This is an optimization exercise on Yosys and OpenROAD, whose aim is small area, not a production implementation. The RTL was checked by simulation tests, not by an equivalence proof against the original design. No driver is modelled on the clock port, so clocking that relies on it looks cheaper here than on a real chip. Power is estimated from default activity; no workload was simulated.

==> v3: inputs <==
==> flow/design.v <==
module DECODER (
input wire [2:0]	destreg_i,
output wire [7:0]	destreg_o
);
assign destreg_o = 8'b00000001 << destreg_i;
endmodule
module REG_32 #(parameter W_width = 32) (
input wire			CLK,
input wire [W_width-1:0]	d_i,
output reg [W_width-1:0]	outreg
);
always@(posedge CLK) begin
	outreg	<= d_i;
end
endmodule
module REG_SET #(parameter W_width = 32) (
input wire			CLK, RST,
input wire			regWrite,
input wire [7:0]		decOut_i,
input wire [W_width-1:0]	writeData_i,
output reg [7:0]		valid_o,
output wire [8*W_width-1:0]	R_o
);
wire [7:0] we = decOut_i & {8{regWrite}};
always@(posedge CLK or negedge RST) begin
if(!RST) begin
	valid_o	<= 8'b0;
end
else begin
	valid_o	<= valid_o | we;
end
end
genvar i;
generate
for (i = 0; i < 8; i = i + 1) begin : g_reg
	wire [W_width-1:0] d;
	NEXT_32 #(.W_width(W_width)) n (.we_i(we[i]), .writeData(writeData_i), .q_i(R_o[i*W_width +: W_width]), .d_o(d));
	REG_32 #(.W_width(W_width)) r (.CLK(CLK), .d_i(d), .outreg(R_o[i*W_width +: W_width]));
end
endgenerate
endmodule
module NEXT_32 #(parameter W_width = 32) (
input wire			we_i,
input wire [W_width-1:0]	writeData,
input wire [W_width-1:0]	q_i,
output wire [W_width-1:0]	d_o
);
assign d_o = (writeData & {W_width{we_i}}) | (q_i & {W_width{~we_i}});
endmodule
module MUX #(parameter W_width = 32)(
input wire [8*W_width-1:0]	R_i,
input wire [7:0]		valid_i,
input wire [2:0]		select_i,
output wire [W_width-1:0]	outBus_o
);
wire [7:0] sel = (8'b00000001 << select_i) & valid_i;
genvar b;
generate
for (b = 0; b < W_width; b = b + 1) begin : g_bit
	MUX_BIT mb (.d_i({R_i[7*W_width+b], R_i[6*W_width+b], R_i[5*W_width+b], R_i[4*W_width+b],
	                  R_i[3*W_width+b], R_i[2*W_width+b], R_i[1*W_width+b], R_i[0*W_width+b]}),
	            .sel_i(sel), .out_o(outBus_o[b]));
end
endgenerate
endmodule
module MUX_BIT (
input wire [7:0]	d_i,
input wire [7:0]	sel_i,
output wire		out_o
);
wire g0, g1, g2;
AOI222 u0 (.a(d_i[0]), .b(sel_i[0]), .c(d_i[1]), .d(sel_i[1]), .e(d_i[2]), .f(sel_i[2]), .y(g0));
AOI222 u1 (.a(d_i[3]), .b(sel_i[3]), .c(d_i[4]), .d(sel_i[4]), .e(d_i[5]), .f(sel_i[5]), .y(g1));
AOI22  u2 (.a(d_i[6]), .b(sel_i[6]), .c(d_i[7]), .d(sel_i[7]), .y(g2));
NAND3  u3 (.a(g0), .b(g1), .c(g2), .y(out_o));
endmodule
module AOI222 (input wire a, b, c, d, e, f, output wire y);
assign y = ~((a & b) | (c & d) | (e & f));
endmodule
module AOI22 (input wire a, b, c, d, output wire y);
assign y = ~((a & b) | (c & d));
endmodule
module NAND3 (input wire a, b, c, output wire y);
assign y = ~(a & b & c);
endmodule
module register_file #(parameter W_width = 32) (
input wire			CLK, RST,
input wire [2:0]		srcRegA,
input wire [2:0]		destReg,
input wire [W_width-1:0]	writeData,
input wire			regWrite,
input wire [2:0]		srcRegB,
output [W_width-1:0]		outBusA,
output [W_width-1:0]		outBusB
);
wire [7:0]		dec_o;
wire [7:0]		valid;
wire [8*W_width-1:0]	R;
DECODER decoder (.destreg_i(destReg), .destreg_o(dec_o));
REG_SET #(.W_width(W_width)) set (.CLK(CLK), .RST(RST), .regWrite(regWrite), .decOut_i(dec_o), .writeData_i(writeData), .valid_o(valid), .R_o(R));
MUX #(.W_width(W_width)) m1 (.R_i(R), .valid_i(valid), .select_i(srcRegA), .outBus_o(outBusA));
MUX #(.W_width(W_width)) m2 (.R_i(R), .valid_i(valid), .select_i(srcRegB), .outBus_o(outBusB));
endmodule
==> flow/flow/run.sh <==
#!/bin/bash
# Standard synthesis (for the register names and cell types), then a
# hand-mapped netlist around those registers (flow/gen_netlist.py), then the
# standard layout with port buffers of buf_1 and a hand-built clock tree
# (flow/cts_hook.tcl, flow/mytree.tcl) in place of TritonCTS's.
set -euo pipefail
R=orfs/results/sky130hd/register_file/base
bash standard.sh synth > synth.log 2>&1
cp $R/1_2_yosys.v 1_2_yosys.std.v
python3 flow/gen_netlist.py 1_2_yosys.std.v $R/1_2_yosys.v > gen_netlist.log 2>&1
rm -f $R/1_synth.odb $R/1_synth.sdc
bash standard.sh \
  "BUFFER_PORTS_ARGS=-buffer_cell sky130_fd_sc_hd__buf_1" \
  "PRE_CTS_TCL=$PWD/flow/cts_hook.tcl" \
  "CTS_ARGS=-clk_nets CLK -dont_use_dummy_load" \
  finish > finish.log 2>&1
==> flow/flow/cts_hook.tcl <==
# Runs before clock_tree_synthesis (which is then given no clock net to build):
# a hand-built two-level clock tree, clkbuf_16 root and clkbuf_4 leaves.
source [file join [file dirname [info script]] mytree.tcl]
my_clock_tree 30 sky130_fd_sc_hd__clkbuf_4 sky130_fd_sc_hd__clkbuf_16
==> flow/flow/gen_netlist.py <==
# Write the register file's gate-level netlist by hand: the flip-flops exactly
# as the standard synthesis named and typed them, and hand-mapped logic around
# them (address decoders of and4_2 and, for the
# write enables, and4_4; an a22o hold multiplexer in front of each
# data flip-flop, read multiplexers of a222oi/a22oi/nand3).
# usage: gen_netlist.py STANDARD_NETLIST OUT_NETLIST
import re, sys

std = open(sys.argv[1]).read()
W = 32
P = 'sky130_fd_sc_hd__'

flops = {}
for cell, name in re.findall(r'^\s*(sky130_fd_sc_hd__\w+)\s+(\\\S+)\s*\(', std, re.M):
    m = re.match(r'\\set\.g_reg\[(\d)\]\.r\.outreg\[(\d+)\]\$_DFF_P_$', name)
    if m:
        flops[('d', int(m.group(1)), int(m.group(2)))] = (cell, name)
        continue
    m = re.match(r'\\set\.valid_o\[(\d)\]\$_DFF_PN0_$', name)
    if m:
        flops[('v', int(m.group(1)))] = (cell, name)
        continue
    if re.search(r'(edf|df|dl|sdf)\w*_\d$', cell):
        sys.exit('unexpected register ' + name)
assert len(flops) == 8 * W + 8, len(flops)
for k, (cell, name) in flops.items():
    assert cell == (P + 'dfxtp_1' if k[0] == 'd' else P + 'dfrtp_1'), (k, cell)

o = []
o.append('module register_file (CLK, RST, srcRegA, destReg, writeData, regWrite, srcRegB, outBusA, outBusB);')
o.append('  input CLK; input RST; input [2:0] srcRegA; input [2:0] destReg; input [31:0] writeData;')
o.append('  input regWrite; input [2:0] srcRegB; output [31:0] outBusA; output [31:0] outBusB;')
wires = []
for i in range(8):
    wires += ['we%d' % i, 'nwe%d' % i, 'vld%d' % i, 'vnx%d' % i, 'selA%d' % i, 'selB%d' % i]
    wires += ['r%d_%d' % (i, b) for b in range(W)]
    wires += ['d%d_%d' % (i, b) for b in range(W)]
for p in 'ABD':
    wires += ['n%s%d' % (p, k) for k in range(3)]
for p in 'AB':
    for b in range(W):
        wires += ['g%s%d_%d' % (p, g, b) for g in range(3)]
o.append('  wire ' + ', '.join(wires) + ';')

n = [0]
def inst(cell, pins, name=None):
    if name is None:
        n[0] += 1
        name = 'u%d' % n[0]
    o.append('  %s%s %s (%s);' % ('' if cell.startswith(P) else P, cell, name,
             ', '.join('.%s(%s)' % kv for kv in pins)))

addr = {'A': 'srcRegA', 'B': 'srcRegB', 'D': 'destReg'}
for p, a in addr.items():
    for k in range(3):
        inst('inv_1', [('A', '%s[%d]' % (a, k)), ('Y', 'n%s%d' % (p, k))])

def bits(p, i):
    return ['%s[%d]' % (addr[p], k) if (i >> k) & 1 else 'n%s%d' % (p, k) for k in range(3)]

for i in range(8):
    b = bits('D', i)
    inst('and4_4', [('A', 'regWrite'), ('B', b[0]), ('C', b[1]), ('D', b[2]), ('X', 'we%d' % i)])
    inst('inv_2', [('A', 'we%d' % i), ('Y', 'nwe%d' % i)])
    for p in 'AB':
        b = bits(p, i)
        inst('and4_2', [('A', 'vld%d' % i), ('B', b[0]), ('C', b[1]), ('D', b[2]), ('X', 'sel%s%d' % (p, i))])
    inst('or2_1', [('A', 'vld%d' % i), ('B', 'we%d' % i), ('X', 'vnx%d' % i)])
    cell, name = flops[('v', i)]
    inst(cell, [('CLK', 'CLK'), ('D', 'vnx%d' % i), ('RESET_B', 'RST'), ('Q', 'vld%d' % i)], name + ' ')
    for b in range(W):
        cell, name = flops[('d', i, b)]
        inst('a22o_1', [('A1', 'we%d' % i), ('A2', 'writeData[%d]' % b), ('B1', 'nwe%d' % i), ('B2', 'r%d_%d' % (i, b)), ('X', 'd%d_%d' % (i, b))])
        inst(cell, [('CLK', 'CLK'), ('D', 'd%d_%d' % (i, b)), ('Q', 'r%d_%d' % (i, b))], name + ' ')

for p in 'AB':
    for b in range(W):
        r = lambda i: 'r%d_%d' % (i, b)
        s = lambda i: 'sel%s%d' % (p, i)
        g = lambda k: 'g%s%d_%d' % (p, k, b)
        inst('a222oi_1', [('A1', r(0)), ('A2', s(0)), ('B1', r(1)), ('B2', s(1)), ('C1', r(2)), ('C2', s(2)), ('Y', g(0))])
        inst('a222oi_1', [('A1', r(3)), ('A2', s(3)), ('B1', r(4)), ('B2', s(4)), ('C1', r(5)), ('C2', s(5)), ('Y', g(1))])
        inst('a22oi_1', [('A1', r(6)), ('A2', s(6)), ('B1', r(7)), ('B2', s(7)), ('Y', g(2))])
        inst('nand3_1', [('A', g(0)), ('B', g(1)), ('C', g(2)), ('Y', 'outBus%s[%d]' % (p, b))])
o.append('endmodule')
open(sys.argv[2], 'w').write('\n'.join(o) + '\n')
print('wrote', n[0], 'cells and', len(flops), 'registers')
==> flow/flow/mytree.tcl <==
# Manual clock tree: cluster the clock sinks with k-means, put one leaf buffer
# at each cluster's centre, and drive all leaves from one root buffer.
proc my_clock_tree { nclusters leafcell rootcell } {
  set block [ord::get_db_block]
  set clknet [$block findNet CLK]
  set sinks {}
  foreach it [$clknet getITerms] {
    set inst [$it getInst]
    set bb [$inst getBBox]
    lappend sinks [list $it [expr {([$bb xMin] + [$bb xMax]) / 2.0}] [expr {([$bb yMin] + [$bb yMax]) / 2.0}]]
  }
  set n [llength $sinks]
  # initial centres: sinks sorted along x then chunked
  set sorted [lsort -real -index 1 $sinks]
  set cx {}; set cy {}
  for {set k 0} {$k < $nclusters} {incr k} {
    set s [lindex $sorted [expr {int(($k + 0.5) * $n / $nclusters)}]]
    lappend cx [lindex $s 1]; lappend cy [lindex $s 2]
  }
  # balanced k-means: each cluster takes at most cap sinks
  set cap [expr {int(ceil(double($n) / $nclusters)) + 1}]
  for {set iter 0} {$iter < 30} {incr iter} {
    set pairs {}
    set i 0
    foreach s $sinks {
      for {set k 0} {$k < $nclusters} {incr k} {
        set d [expr {abs([lindex $s 1] - [lindex $cx $k]) + abs([lindex $s 2] - [lindex $cy $k])}]
        lappend pairs [list $d $i $k]
      }
      incr i
    }
    set pairs [lsort -real -index 0 $pairs]
    set assign [lrepeat $n -1]
    set cnt [lrepeat $nclusters 0]
    foreach p $pairs {
      lassign $p d i k
      if {[lindex $assign $i] >= 0} continue
      if {[lindex $cnt $k] >= $cap} continue
      lset assign $i $k
      lset cnt $k [expr {[lindex $cnt $k] + 1}]
    }
    set sx [lrepeat $nclusters 0.0]; set sy [lrepeat $nclusters 0.0]
    set i 0
    foreach s $sinks {
      set k [lindex $assign $i]
      lset sx $k [expr {[lindex $sx $k] + [lindex $s 1]}]
      lset sy $k [expr {[lindex $sy $k] + [lindex $s 2]}]
      incr i
    }
    for {set k 0} {$k < $nclusters} {incr k} {
      if {[lindex $cnt $k] > 0} {
        lset cx $k [expr {[lindex $sx $k] / [lindex $cnt $k]}]
        lset cy $k [expr {[lindex $sy $k] / [lindex $cnt $k]}]
      }
    }
  }
  set lib [ord::get_db]
  set leafm [$lib findMaster $leafcell]
  set rootm [$lib findMaster $rootcell]
  # root buffer at the centre of the leaves
  set rx 0.0; set ry 0.0
  for {set k 0} {$k < $nclusters} {incr k} { set rx [expr {$rx + [lindex $cx $k]}]; set ry [expr {$ry + [lindex $cy $k]}] }
  set rx [expr {int($rx / $nclusters)}]; set ry [expr {int($ry / $nclusters)}]
  set root [odb::dbInst_create $block $rootm clkroot]
  $root setLocation $rx $ry
  $root setPlacementStatus PLACED
  set rootnet [odb::dbNet_create $block clknet_root]
  $rootnet setSigType CLOCK
  [$root findITerm A] connect $clknet
  [$root findITerm X] connect $rootnet
  set leafnets {}
  for {set k 0} {$k < $nclusters} {incr k} {
    set b [odb::dbInst_create $block $leafm clkleaf_$k]
    $b setLocation [expr {int([lindex $cx $k])}] [expr {int([lindex $cy $k])}]
    $b setPlacementStatus PLACED
    set net [odb::dbNet_create $block clknet_leaf_$k]
    $net setSigType CLOCK
    [$b findITerm A] connect $rootnet
    [$b findITerm X] connect $net
    lappend leafnets $net
  }
  set i 0
  foreach s $sinks {
    set it [lindex $s 0]
    $it disconnect
    $it connect [lindex $leafnets [lindex $assign $i]]
    incr i
  }
  puts "my_clock_tree: $n sinks, $nclusters leaves of $leafcell, counts $cnt"
}
==> flow/standard.sh <==
#!/bin/bash
# synth_recipe.tcl (not shown) runs the flow's synth.tcl, then flattens the netlist and writes it again
# the make line also repeats each setting of config.mk as NAME=value (left out here)
make -C /OpenROAD-flow-scripts/flow DESIGN_CONFIG=/design/flow/config.mk WORK_HOME=/design/flow/orfs CLKGATE_MAP_FILE= SYNTH_SCRIPT=/design/flow/synth_recipe.tcl "${@:-finish}"
==> flow/config.mk <==
export PLATFORM = sky130hd
export DESIGN_NAME = register_file
export DESIGN_NICKNAME = register_file
export VERILOG_FILES = /design/flow/design.v
export SDC_FILE = /design/flow/constraint.sdc
export NUM_CORES = 4
export LEC_CHECK = 0
export CAP_MARGIN = 20
export CORE_MARGIN = 2
export CORE_UTILIZATION = 55
export PLACE_DENSITY = 0.65
export SLEW_MARGIN = 20
export SYNTH_HIERARCHICAL = 1
export SYNTH_MINIMUM_KEEP_SIZE = 0
==> flow/constraint.sdc <==
create_clock -name core_clock -period 5.0 [get_ports {CLK}]
set_input_delay 1.0000 -clock core_clock [delete_from_list [all_inputs] [get_ports {CLK}]]
set_output_delay 1.0000 -clock core_clock [all_outputs]
set_load 0.01 [all_outputs]
==> v16 (differences from v3) <==
--- a/flow/design.v
+++ b/flow/design.v
@@ -7,9 +7,12 @@
 module REG_32 #(parameter W_width = 32) (
 input wire			CLK,
-input wire [W_width-1:0]	d_i,
+input wire			we_i,
+input wire [W_width-1:0]	writeData,
 output reg [W_width-1:0]	outreg
 );
 always@(posedge CLK) begin
-	outreg	<= d_i;
+if (we_i) begin
+	outreg	<= writeData;
+end
 end
 endmodule
@@ -34,17 +37,7 @@
 generate
 for (i = 0; i < 8; i = i + 1) begin : g_reg
-	wire [W_width-1:0] d;
-	NEXT_32 #(.W_width(W_width)) n (.we_i(we[i]), .writeData(writeData_i), .q_i(R_o[i*W_width +: W_width]), .d_o(d));
-	REG_32 #(.W_width(W_width)) r (.CLK(CLK), .d_i(d), .outreg(R_o[i*W_width +: W_width]));
+	REG_32 #(.W_width(W_width)) r (.CLK(CLK), .we_i(we[i]), .writeData(writeData_i), .outreg(R_o[i*W_width +: W_width]));
 end
 endgenerate
-endmodule
-module NEXT_32 #(parameter W_width = 32) (
-input wire			we_i,
-input wire [W_width-1:0]	writeData,
-input wire [W_width-1:0]	q_i,
-output wire [W_width-1:0]	d_o
-);
-assign d_o = (writeData & {W_width{we_i}}) | (q_i & {W_width{~we_i}});
 endmodule
 module MUX #(parameter W_width = 32)(
--- a/flow/flow/gen_netlist.py
+++ b/flow/flow/gen_netlist.py
@@ -1,7 +1,5 @@
 # Write the register file's gate-level netlist by hand: the flip-flops exactly
 # as the standard synthesis named and typed them, and hand-mapped logic around
-# them (address decoders of and4_2 and, for the
-# write enables, and4_4; an a22o hold multiplexer in front of each
-# data flip-flop, read multiplexers of a222oi/a22oi/nand3).
+# them (address decoders of and4_2, read multiplexers of a222oi/a22oi/nand3).
 # usage: gen_netlist.py STANDARD_NETLIST OUT_NETLIST
 import re, sys
@@ -13,5 +11,5 @@
 flops = {}
 for cell, name in re.findall(r'^\s*(sky130_fd_sc_hd__\w+)\s+(\\\S+)\s*\(', std, re.M):
-    m = re.match(r'\\set\.g_reg\[(\d)\]\.r\.outreg\[(\d+)\]\$_DFF_P_$', name)
+    m = re.match(r'\\set\.g_reg\[(\d)\]\.r\.outreg\[(\d+)\]\$_DFFE_PP_$', name)
     if m:
         flops[('d', int(m.group(1)), int(m.group(2)))] = (cell, name)
@@ -25,5 +23,5 @@
 assert len(flops) == 8 * W + 8, len(flops)
 for k, (cell, name) in flops.items():
-    assert cell == (P + 'dfxtp_1' if k[0] == 'd' else P + 'dfrtp_1'), (k, cell)
+    assert cell == (P + 'edfxtp_1' if k[0] == 'd' else P + 'dfrtp_1'), (k, cell)
 
 o = []
@@ -33,7 +31,6 @@
 wires = []
 for i in range(8):
-    wires += ['we%d' % i, 'nwe%d' % i, 'vld%d' % i, 'vnx%d' % i, 'selA%d' % i, 'selB%d' % i]
+    wires += ['we%d' % i, 'vld%d' % i, 'vnx%d' % i, 'selA%d' % i, 'selB%d' % i]
     wires += ['r%d_%d' % (i, b) for b in range(W)]
-    wires += ['d%d_%d' % (i, b) for b in range(W)]
 for p in 'ABD':
     wires += ['n%s%d' % (p, k) for k in range(3)]
@@ -61,6 +58,5 @@
 for i in range(8):
     b = bits('D', i)
-    inst('and4_4', [('A', 'regWrite'), ('B', b[0]), ('C', b[1]), ('D', b[2]), ('X', 'we%d' % i)])
-    inst('inv_2', [('A', 'we%d' % i), ('Y', 'nwe%d' % i)])
+    inst('and4_2', [('A', 'regWrite'), ('B', b[0]), ('C', b[1]), ('D', b[2]), ('X', 'we%d' % i)])
     for p in 'AB':
         b = bits(p, i)
@@ -71,6 +67,5 @@
     for b in range(W):
         cell, name = flops[('d', i, b)]
-        inst('a22o_1', [('A1', 'we%d' % i), ('A2', 'writeData[%d]' % b), ('B1', 'nwe%d' % i), ('B2', 'r%d_%d' % (i, b)), ('X', 'd%d_%d' % (i, b))])
-        inst(cell, [('CLK', 'CLK'), ('D', 'd%d_%d' % (i, b)), ('Q', 'r%d_%d' % (i, b))], name + ' ')
+        inst(cell, [('CLK', 'CLK'), ('D', 'writeData[%d]' % b), ('DE', 'we%d' % i), ('Q', 'r%d_%d' % (i, b))], name + ' ')
 
 for p in 'AB':
Settings changed: SYNTH_HIERARCHICAL 1 to unset, SYNTH_MINIMUM_KEEP_SIZE 0 to unset.
==> v8 (differences from v3) <==
--- a/flow/design.v
+++ b/flow/design.v
@@ -7,9 +7,12 @@
 module REG_32 #(parameter W_width = 32) (
 input wire			CLK,
-input wire [W_width-1:0]	d_i,
+input wire			we_i,
+input wire [W_width-1:0]	writeData,
 output reg [W_width-1:0]	outreg
 );
 always@(posedge CLK) begin
-	outreg	<= d_i;
+if (we_i) begin
+	outreg	<= writeData;
+end
 end
 endmodule
@@ -34,17 +37,7 @@
 generate
 for (i = 0; i < 8; i = i + 1) begin : g_reg
-	wire [W_width-1:0] d;
-	NEXT_32 #(.W_width(W_width)) n (.we_i(we[i]), .writeData(writeData_i), .q_i(R_o[i*W_width +: W_width]), .d_o(d));
-	REG_32 #(.W_width(W_width)) r (.CLK(CLK), .d_i(d), .outreg(R_o[i*W_width +: W_width]));
+	REG_32 #(.W_width(W_width)) r (.CLK(CLK), .we_i(we[i]), .writeData(writeData_i), .outreg(R_o[i*W_width +: W_width]));
 end
 endgenerate
-endmodule
-module NEXT_32 #(parameter W_width = 32) (
-input wire			we_i,
-input wire [W_width-1:0]	writeData,
-input wire [W_width-1:0]	q_i,
-output wire [W_width-1:0]	d_o
-);
-assign d_o = (writeData & {W_width{we_i}}) | (q_i & {W_width{~we_i}});
 endmodule
 module MUX #(parameter W_width = 32)(
==> flow/flow/cts_hook.tcl (replaced) <==
# Runs before clock_tree_synthesis (which is then given no clock net to build):
# a hand-built two-level clock tree, clkbuf_8 root and clkbuf_4 leaves.
source [file join [file dirname [info script]] mytree.tcl]
my_clock_tree 28 sky130_fd_sc_hd__clkbuf_4 sky130_fd_sc_hd__clkbuf_8
--- a/flow/flow/gen_netlist.py
+++ b/flow/flow/gen_netlist.py
@@ -1,7 +1,5 @@
 # Write the register file's gate-level netlist by hand: the flip-flops exactly
 # as the standard synthesis named and typed them, and hand-mapped logic around
-# them (address decoders of and4_2 and, for the
-# write enables, and4_4; an a22o hold multiplexer in front of each
-# data flip-flop, read multiplexers of a222oi/a22oi/nand3).
+# them (address decoders of and4_2, read multiplexers of a222oi/a22oi/nand3).
 # usage: gen_netlist.py STANDARD_NETLIST OUT_NETLIST
 import re, sys
@@ -13,5 +11,5 @@
 flops = {}
 for cell, name in re.findall(r'^\s*(sky130_fd_sc_hd__\w+)\s+(\\\S+)\s*\(', std, re.M):
-    m = re.match(r'\\set\.g_reg\[(\d)\]\.r\.outreg\[(\d+)\]\$_DFF_P_$', name)
+    m = re.match(r'\\set\.g_reg\[(\d)\]\.r\.outreg\[(\d+)\]\$_DFFE_PP_$', name)
     if m:
         flops[('d', int(m.group(1)), int(m.group(2)))] = (cell, name)
@@ -25,5 +23,5 @@
 assert len(flops) == 8 * W + 8, len(flops)
 for k, (cell, name) in flops.items():
-    assert cell == (P + 'dfxtp_1' if k[0] == 'd' else P + 'dfrtp_1'), (k, cell)
+    assert cell == (P + 'edfxtp_1' if k[0] == 'd' else P + 'dfrtp_1'), (k, cell)
 
 o = []
@@ -33,7 +31,6 @@
 wires = []
 for i in range(8):
-    wires += ['we%d' % i, 'nwe%d' % i, 'vld%d' % i, 'vnx%d' % i, 'selA%d' % i, 'selB%d' % i]
+    wires += ['we%d' % i, 'vld%d' % i, 'vnx%d' % i, 'selA%d' % i, 'selB%d' % i]
     wires += ['r%d_%d' % (i, b) for b in range(W)]
-    wires += ['d%d_%d' % (i, b) for b in range(W)]
 for p in 'ABD':
     wires += ['n%s%d' % (p, k) for k in range(3)]
@@ -61,6 +58,5 @@
 for i in range(8):
     b = bits('D', i)
-    inst('and4_4', [('A', 'regWrite'), ('B', b[0]), ('C', b[1]), ('D', b[2]), ('X', 'we%d' % i)])
-    inst('inv_2', [('A', 'we%d' % i), ('Y', 'nwe%d' % i)])
+    inst('and4_2', [('A', 'regWrite'), ('B', b[0]), ('C', b[1]), ('D', b[2]), ('X', 'we%d' % i)])
     for p in 'AB':
         b = bits(p, i)
@@ -71,6 +67,5 @@
     for b in range(W):
         cell, name = flops[('d', i, b)]
-        inst('a22o_1', [('A1', 'we%d' % i), ('A2', 'writeData[%d]' % b), ('B1', 'nwe%d' % i), ('B2', 'r%d_%d' % (i, b)), ('X', 'd%d_%d' % (i, b))])
-        inst(cell, [('CLK', 'CLK'), ('D', 'd%d_%d' % (i, b)), ('Q', 'r%d_%d' % (i, b))], name + ' ')
+        inst(cell, [('CLK', 'CLK'), ('D', 'writeData[%d]' % b), ('DE', 'we%d' % i), ('Q', 'r%d_%d' % (i, b))], name + ' ')
 
 for p in 'AB':
Settings changed: SYNTH_HIERARCHICAL 1 to unset, SYNTH_MINIMUM_KEEP_SIZE 0 to unset.
==> summary.txt <==
run status = complete, no violations
comb_multi_in = 288
std cell rows = 50
largest net degree at the start of global routing = 34
The numbers above come from v16.

==> summary.txt <==
run status = complete, no violations
std cell rows = 49
comb_multi_in = 544
largest net degree at the start of global routing = 35
The numbers above come from v3.

==> summary.txt <==
Peak supply drop = 0.2328 mV
largest net degree at the start of global routing = 34
HP Class = in2async
std cell rows = 50
run status = complete, no violations
fin crit period = 3.818 ns
sequential power = 2540 µW
The numbers above come from v8.

what the ideal ports hide:
No port has a modelled driver above. Below, the same layouts with a new extraction and two added sets of constraints.
Step 1: set_driving_cell puts a clkbuf_16 on CLK and a buf_2 on each other input, an assumption about the parent block.
Step 2 times the ports against the registers' clock, not the clock port: input delays grow and output delays shrink by t, the midpoint of the rising clock arrivals with the driver on.
Three values: ideal, step 1, step 2; two values: the first two.
run | shift t [ns] | setup slack, ns | hold slack, ns
v3 | 0.531 | 1.102 / 1.080 / 1.080 | 0.394 / 0.372 / 0.493
v16 | 0.504 | 1.168 / 1.140 / 1.140 | 0.411 / 0.394 / 0.505
v8 | 0.607 | 1.182 / 1.154 / 1.154 | 0.329 / 0.315 / 0.506
After both steps setup and hold are still met in every run listed.
